From an optimization exercise on the open Yosys and OpenROAD flow, aimed at small area; shortcuts taken in it are not production practice. Where RTL was checked, it was by simulation tests only, not by an equivalence proof against the original. The RTL of run 2 was laid out without a check of its function. Power is estimated from default activity; no workload was simulated.

<file path="flow/config.mk">
export PLATFORM = sky130hd
export DESIGN_NAME = fifo
export DESIGN_NICKNAME = fifo
export VERILOG_FILES = /design/flow/design.v
export SDC_FILE = /design/flow/constraint.sdc
export NUM_CORES = 4
export LEC_CHECK = 0
export CAP_MARGIN = 20
export CORE_MARGIN = 2
export CORE_UTILIZATION = 30
export SLEW_MARGIN = 20
</file>
<file path="flow/constraint.sdc">
create_clock -name core_clock -period 10.0 [get_ports {clk}]
set_input_delay 2.0000 -clock core_clock [delete_from_list [all_inputs] [get_ports {clk}]]
set_output_delay 2.0000 -clock core_clock [all_outputs]
set_load 0.01 [all_outputs]
</file>
<file path="flow/design.v">
`timescale 1ns / 1ps
module fifo(
    input clk,rst,wr_en,re_en,
    input [7:0] data_in,
    output reg [7:0] data_out,count,
    output reg empty,full    
    );
    reg [7:0] memory [63:0] ;
    reg [5:0] rd_ptr,wr_ptr;
    always@(count) 
        begin
            empty=(count==0);
            full=(count==64);
        end
    always@(posedge clk)
        begin
            if (rst)
                count<=0;
            else if ( (wr_en && !full) && (re_en && !empty) )   
                    count<=count;
                 else if (wr_en && !full)
                            count<=count+1;
                      else if (re_en && !empty)
                                count<=count-1;
                           else
                                count<=count;                            
        end
    always@(posedge clk)
        begin
            if(rst)
                data_out<=0;
            else
            begin
                if (re_en && !empty)
                    data_out<=memory[rd_ptr];
                else
                    data_out<=data_out;
                if (wr_en && !full)
                    memory[wr_ptr]=data_in;
                else
                    memory[wr_ptr]=memory[wr_ptr];
            end      
        end
    always@(posedge clk)
        begin
            if(rst)
                begin
                    wr_ptr<=0;
                    rd_ptr<=0;
                end
            else 
                begin
                    if (re_en && !empty)
                        rd_ptr<= (rd_ptr+1) % 64;
                    else 
                        rd_ptr<=rd_ptr;
                    if (wr_en && !full)
                        wr_ptr<= (wr_ptr+1) % 64;
                    else
                        wr_ptr<=wr_ptr;
                end           
        end       
endmodule
</file>
<file path="flow/run.sh">
#!/bin/bash
# synth_recipe.tcl (not shown) runs the flow's synth.tcl, then flattens the netlist and writes it again
# the make line also repeats each setting of config.mk as NAME=value (left out here)
make -C /OpenROAD-flow-scripts/flow DESIGN_CONFIG=/design/flow/config.mk WORK_HOME=/design/flow/orfs CLKGATE_MAP_FILE= SYNTH_SCRIPT=/design/flow/synth_recipe.tcl finish
</file>
==> results.cfg, run 1 <==
[logic_synthesis]
synthCells = 1972
synthArstFlopShare_pct = 0
yosys.area_share.simple_pct = 14.7
netlist_top_cells_area = edfxtp_1, a22oi_1, nor2_1
syn_area_sq_um = 25100
synth_most_common_cell = edfxtp_1
synthFlopType = edfxtp_1
synth_commonest_cells = edfxtp_1, a22oi_1, nor2_1
synth_top_family_by_area = compound AO/OA/AOI/OAI gates
synth_area_leader_cell = edfxtp_1
yosysSeqAreaShare_pct = 63.4
synth_fa_ha_area_share_pct = 0.776
ys_ff_latch = 540
syn_nets = 1999
yosys_warnings = 2
synth_compound_area_share_pct = 18.1
synth.avg_cell_area_sq_um = 12.7
synth_edf_count = 512
synth_top_area_share_pct = 61.1
synth-xor-area-share_pct = 0.557
synth.distinct_cells = 76
muxShareOfSynthArea_pct = 0.562

[setup_path]
cp-start-kind = register
arrival_ps = 6090
r2r_setup_slack_ps = 4210
worstSetupPathType = reg -> reg
worstPathRequired_ps = 10300
worst_setup_path_end_kind = register
critPathMaxFanout = 64

[power_and_ir_drop]
ir_drop_mv = 0.129
powerDensity_nw_per_um2 = 250
leakagePower_nw = 10.2
p_total_mw = 7.81

[timing]
drv_slew = 0
period_needed_ps = 5790
tns_ps = 0
setup_ws_ps = 4210
rsz0062_at_grt = no
fmax_mhz = 173
setup_viol = 0
hold_ws_ps = 497
post-route-period-util_pct = 57.9
slew-limit-headroom_pct = 12.1
finalHoldViolations = 0
tightest_slew_ps = 1310
skew_ps = 30.8

[routing]
drcViolationCount = 0
wirelength_mm = 220
ant_nets = 0
drt_iter0_drc = 5806
avgRoutedWirePerCell_microns = 65.5
num_vias = 26400
drt_pass1_iterations = 8
via_per_inst = 7.85

[global_route]
grt_pass1_wl_mm = 274
grt.total_usage_pct = 50.5
antenna_found_initial = 39
grt_overflow = 0
grt_max_degree = 65
grt_pass1_vias = 23700

[floorplanning]
num_rows = 106
dieArea_sq_um = 86100
ioPinCount = 30
start_util_pct = 30.2
die_h_microns = 294
dieWidth_microns = 294
coreArea_sq_um = 83300

[clocking]
clock_latency_ps = 640
clockBufferDepth = 3
ctsHoldBuffers = 0
h-tree-depth = 3
numCtsBuffers = 68
cts_tree = built
clk_pin_slew_worst_paths_ps = 60
post_cts_resized = 0
cts_sinks = 540
post-cts-setup-buffers = 0
clock-root-buffer = clkbuf_16

[placement]
place_worst_setup_slack_ps = 4320
place_congestion = 1.13
dp_hpwl_mm = 153
portBuffers = 29
placed_area_sq_um = 29000
dp.cells = 3213

[final_layout]
area_growth_pct = 24.2
utilization_pct = 37.5
finalNonFillerCells = 3358
drive_gt1_share_pct = 23.3
layout.nets = 2231
postLayoutCellArea_sq_um = 31200

[outcome]
status = no timing/DRC/antenna violations

[hold_path]
min_path_type = reg -> reg

[flow_run]
max_cap_violations = 0
## power breakdown
part           internal, mW  switching, mW  total, mW
sequential             3.12          0.370       3.49
clock                  1.43           1.07       2.50
combinational         0.397           1.42       1.82
total                  4.94           2.86       7.81
## worst paths after layout
path / cells past startpoint / startpoint / to
setup / recovery: 12 / wr_ptr[0] / memory[48][5]
hold / removal: 2 / data_out[6] / data_out[6]
setup reg to reg: 12 / wr_ptr[0] / memory[48][5]
hold reg to reg: 2 / data_out[6] / data_out[6]
## state kept, by name (all words and copies together), names as in the netlist
register and cells:
count 8, rd_ptr 6, wr_ptr 6, data_out 8
memory 512
## layer usage
layer,GRT usage (%),vias to the layer above,part of all wire [%]
met5,0.397,-,0.11
met4,44.4,26,11
met3,29.4,982,17
met2,66.3,3199,39
met1,57.4,13400,34
li1,-,8760,-
## kinds of logic after synthesis
| logic type | count (synthesis) |
|---|---|
| fa+ha+maj | 15 |
| mux | 14 |
| flops | 540 |
| compound gates | 586 |
| buf+inv | 109 |
| xor+xnor | 16 |
| simple gates | 692 |
## layout by cell type, fill, tap and decap left out, types with 40 or more instances in the layout
| cell type | Yosys | final |
|---|---|---|
| edfxtp_1 | 512 | 512 |
| a22oi_1 | 301 | 301 |
| buf_4 | 2 | 211 |
| nor2_2 | 2 | 103 |
| nor2_1 | 203 | 83 |
| nand4_1 | 83 | 83 |
| nand3_1 | 77 | 77 |
| clkbuf_16 | 0 | 71 |
| nand2_1 | 64 | 63 |
| a221oi_1 | 48 | 48 |
| and3_1 | 47 | 47 |
| a32oi_1 | 45 | 45 |
| a22o_1 | 44 | 44 |
| nor3_1 | 46 | 40 |
## worst max-delay path: stages (launching register included)
cell and delay [ps]:
dfxtp_1 440, inv_1 130, ha_1 390, buf_4 330
nor4_4 500, o32ai_1 410, a311oi_1 600, and4_1 930
nor2_4 180, buf_16 240, and3_1 300, a211oi_4 200
buf_4 630
## final cells by class
type                    count  area [sq um]
clock inverters            33           317
flip-flops and latches    540         15900
diodes                     25          62.6
inverters                  15          56.3
multi-input cells        1323          9580
clock buffers              86          1830
well taps                1080          1350
fillers                  8065         52100
repair buffers            256          2100
==> run 2, diff against run 1 <==
==> flow/design.v (replaced) <==
`timescale 1ns / 1ps
module fifo(
    input clk,rst,wr_en,re_en,
    input [7:0] data_in,
    output reg [7:0] data_out,
    output [7:0] count,
    output empty,full
    );
    reg [5:0] rd_ptr, wr_ptr;
    reg [6:0] cnt;
    assign count = {1'b0, cnt};
    assign empty = ~|cnt;
    assign full  = cnt[6];
    wire wr = wr_en & ~full;
    wire rd = re_en & ~empty;
    function [5:0] step;
        input [5:0] s;
        begin
            step = {s[4:0], s[5] ^ s[4] ^ ~|s[4:0]};
        end
    endfunction
    always @(posedge clk) begin
        if (rst)
            cnt <= 7'd0;
        else if (wr & ~rd)
            cnt <= cnt + 7'd1;
        else if (rd & ~wr)
            cnt <= cnt - 7'd1;
    end
    always @(posedge clk) begin
        if (rst) begin
            wr_ptr <= 6'd0;
            rd_ptr <= 6'd0;
        end else begin
            if (wr) wr_ptr <= step(wr_ptr);
            if (rd) rd_ptr <= step(rd_ptr);
        end
    end
    wire [7:0] rlo_n, rhi_n, wlo_n, whi_n;
    genvar g;
    generate
        for (g = 0; g < 8; g = g + 1) begin : g_pre
            assign rlo_n[g] = ~(rd_ptr[2:0] == g);
            assign rhi_n[g] = ~(rd_ptr[5:3] == g);
            assign wlo_n[g] = ~(~rst & wr & (wr_ptr[2:0] == g));
            assign whi_n[g] = ~(wr_ptr[5:3] == g);
        end
    endgenerate
    wire [63:0] rsel, wsel;
    wire [7:0] row [0:63];
    generate
        for (g = 0; g < 64; g = g + 1) begin : g_row
            reg [7:0] q;
            fifo_nor2 u_ws (.a(whi_n[g/8]), .b(wlo_n[g%8]), .y(wsel[g]));
            fifo_nor2 u_rs (.a(rhi_n[g/8]), .b(rlo_n[g%8]), .y(rsel[g]));
            always @(posedge clk)
                if (wsel[g])
                    q <= data_in;
            assign row[g] = q;
        end
    endgenerate
    wire [7:0] grp_n [0:21];
    genvar b;
    generate
        for (g = 0; g < 21; g = g + 1) begin : g_grp
            for (b = 0; b < 8; b = b + 1) begin : g_bit
                fifo_aoi222 u_sel (
                    .a0(row[3*g][b]),   .s0(rsel[3*g]),
                    .a1(row[3*g+1][b]), .s1(rsel[3*g+1]),
                    .a2(row[3*g+2][b]), .s2(rsel[3*g+2]),
                    .y(grp_n[g][b]));
            end
        end
        for (b = 0; b < 8; b = b + 1) begin : g_last
            fifo_nand2 u_sel (.a(row[63][b]), .b(rsel[63]), .y(grp_n[21][b]));
        end
    endgenerate
    reg [7:0] rdata;
    integer k;
    always @(*) begin
        rdata = 8'hff;
        for (k = 0; k < 22; k = k + 1)
            rdata = rdata & grp_n[k];
        rdata = ~rdata;
    end
    always @(posedge clk) begin
        if (rst)
            data_out <= 8'd0;
        else if (rd)
            data_out <= rdata;
    end
endmodule
module fifo_nor2(input a, b, output y);
    assign y = ~(a | b);
endmodule
module fifo_nand2(input a, b, output y);
    assign y = ~(a & b);
endmodule
module fifo_aoi222(input a0, s0, a1, s1, a2, s2, output y);
    assign y = ~((a0 & s0) | (a1 & s1) | (a2 & s2));
endmodule
--- a/flow/config.mk
+++ b/flow/config.mk
@@ -11 +11,3 @@
 export SLEW_MARGIN = 20
+export SYNTH_HIERARCHICAL = 1
+export SYNTH_MINIMUM_KEEP_SIZE = 0
==> run 2 against run 1 <==
Combinational power down 75%. Utilization down 2.9 points. Register-to-register slack better by 2200 ps. Highest routed layer is now met4. Final area down 29%. Hold slack better by 19 ps. Synthesized area down 22%. First-iteration DRC count down 58%.
==> results.cfg, run 2 <==
[outcome]
status = no timing/DRC/antenna violations

[final_layout]
diodes = 0
layout_commonest_cell = edfxtp_1
fill_cells = 6018
area_growth_pct = 14.2
layout.nets = 1166
finalNonFillerCells = 2040
utilization_pct = 34.6
layout_common_cells = edfxtp_1, a222oi_1, nor2_1
largest_reg_flops = 512
drive_gt1_share_pct = 7.93
postLayoutCellArea_sq_um = 22300

[routing]
avgRoutedWirePerCell_microns = 25.6
wirelength_mm = 52.2
num_vias = 11500
drcViolationCount = 0
drt_iter0_drc = 2463
drt_pass1_iterations = 12
via_per_inst = 5.64
ant_nets = 0

[logic_synthesis]
ys_ff_latch = 539
synth.avg_cell_area_sq_um = 18.1
syn_nets = 1100
netlist_top_cells_area = edfxtp_1, a222oi_1, nor2_1
synth_commonest_cells = edfxtp_1, a222oi_1, nor2_1
yosysSeqAreaShare_pct = 81.4
synthCells = 1081
synth_area_leader_cell = edfxtp_1
synth_top_area_share_pct = 78.7
synth.distinct_cells = 45
syn_area_sq_um = 19500
synth_most_common_cell = edfxtp_1
synthArstFlopShare_pct = 0
synth_edf_count = 512
synthFlopType = edfxtp_1
yosys_warnings = 7

[setup_path]
worstSetupPathType = in -> reg
worstPathRequired_ps = 10200
critPathMaxFanout = 22
max_stage_delay_ps = 820
arrival_ps = 4630
cp-start-kind = input pin
crit_chain = clkdlybuf4s50_1, buf_4, inv_1, and3_1, nand3_1, nor2_1
path_delay_family = simple AND/OR/NAND/NOR gates
worst-path-buf-inv = 3
worst_setup_path_end_kind = register
crit_slowest_cell = nor2_1

[clocking]
clock_latency_ps = 570
post_cts_resized = 0
numCtsBuffers = 50
ctsHoldBuffers = 0
clock-root-buffer = clkbuf_16
clockBufferDepth = 3
h-tree-depth = 2
cts_sinks = 539
cts_tree = built
clk_pin_slew_worst_paths_ps = 60
post-cts-setup-buffers = 0

[timing]
slew-limit-headroom_pct = 35.8
fmax_mhz = 226
tightest_slew_ps = 963
period_needed_ps = 4430
post-route-period-util_pct = 44.3
rsz0062_at_grt = no
tns_ps = 0
skew_ps = 18.7
drv_slew = 0
setup_viol = 0
finalHoldViolations = 0
hold_ws_ps = 516
setup_ws_ps = 5570

[power_and_ir_drop]
powerDensity_nw_per_um2 = 215
ir_drop_mv = 0.110
power_switching_mw = 1.12
power_frac_clock_pct = 37.5
p_total_mw = 4.80
p_comb_share_pct = 9.4
power.internal_mw = 3.68
p_sw_share_pct = 23.3
power_frac_seq_pct = 53.1
leakagePower_nw = 6.67

[placement]
dp.cells = 1950
dp_hpwl_mm = 31.4
place_worst_setup_slack_ps = 5050
portBuffers = 28
place_congestion = 0.928
placed_area_sq_um = 20800

[global_route]
grt_pass1_wl_mm = 75.0
antenna_found_initial = 0
grt_overflow = 0
grt_max_degree = 65
grt_pass1_vias = 10900
grt.total_usage_pct = 15.1

[floorplanning]
dieWidth_microns = 259
start_util_pct = 30.3
num_rows = 93
die_h_microns = 259
ioPinCount = 30
coreArea_sq_um = 64500
dieArea_sq_um = 67200

[flow_run]
max_cap_violations = 0

[hold_path]
min_path_type = reg -> reg
run 2: logic make-up after synthesis:
| family | Yosys count | synth area share [%] |
|---|---|---|
| DFF | 539 | 81.4 |
| and+or+nand+nor | 293 | 6.99 |
| AOI/OAI and AO/OA | 214 | 10.1 |
| buffers and inverters | 22 | 0.756 |
| adders and majority gates | 7 | 0.487 |
| xor gates and xnor gates | 3 | 0.134 |
| muxes | 2 | 0.109 |
| other | 1 | 0.0192 |
run 2: layer usage:
metal	GRT usage, %	part of all wire (%)	vias to the layer above
met1	20.8	39	5696
li1	-	-	4839
met3	1.91	10	124
met5	0	0	-
met2	24.3	47	841
met4	6.35	3.9	0
run 2: worst paths after layout:
kind	endpoint	slack (ps)	startpoint	cells past startpoint
max	g_row[39].q[6]	5570	rst	6
min	wr_ptr[3]	520	wr_ptr[2]	2
max reg2reg	data_out[6]	6400	rd_ptr[1]	6
min reg2reg	wr_ptr[3]	520	wr_ptr[2]	2
run 2: cell type report:
cell class	count	area [sq um]	area share (%)
inverter	4	16.3	0.0729
multi-input combinational	520	3480	15.6
timing repair buffer	32	283	1.27
clock buffer	62	1360	6.09
clock inverter	28	199	0.891
sequential	539	15900	71.3
tap	855	1070	4.79
run 2: power by group through the flow:
| stage | sequential [mW] | clock [mW] | combinational [mW] |
|---|---|---|---|
| 2_1_floorplan | 2.59 | 0 | 0.246 |
| 5_1_grt | 2.55 | 1.91 | 0.488 |
| 3_3_place_gp | 2.60 | 0 | 0.448 |
| 4_1_cts | 2.55 | 1.82 | 0.452 |
| 6_report | 2.55 | 1.80 | 0.452 |
| 3_5_place_dp | 2.60 | 0 | 0.451 |
run 2: per-module statistics from Yosys (local to each module, per instance):
| module | cells | cell area, sq um | copies in the design | flops+latches |
|---|---|---|---|---|
| fifo_nor2 | 1 | 3.75 | 128 | 0 |
| fifo_aoi222 | 1 | 10.0 | 168 | 0 |
| fifo | 777 | 17300 | 1 | 539 |
| fifo_nand2 | 1 | 3.75 | 8 | 0 |
run 2: worst min-delay path: stages, from the launching register on:
cell and delay [ps]:
dfxtp_1 350, nand2_1 70, a21oi_1 50

[separate check: timing with driven ports]
How much do the figures lean on ideal ports? The routed layouts below were timed once more, with nothing changed but the port constraints.
Step 1: set_driving_cell puts a clkbuf_16 on clk and a buf_2 on each other input, an assumption about the parent block.
Step 2 adds t to the input delays and takes it off the output delays; t is the mean of the earliest and latest rising clock arrival at the registers after step 1. Input paths then give back, and output paths get back, about the clock's delay inside the block.
a / b / c = ideal / step 1 / step 2; a / b = the first two.
run | t (ns) | setup WS [ns] | worst setup path at the end | cell pins on the clock port's net
run 1 | 0.689 | 4.209 / 4.209 / 4.209 | register to register | 1
run 2 | 0.622 | 5.566 / 5.594 / 4.972 | input to register | 1
After both steps every run listed still meets setup and hold. For run 2, which loses most, drivers alone change the setup slack by +0.028 ns; drivers and shift together by -0.594 ns.
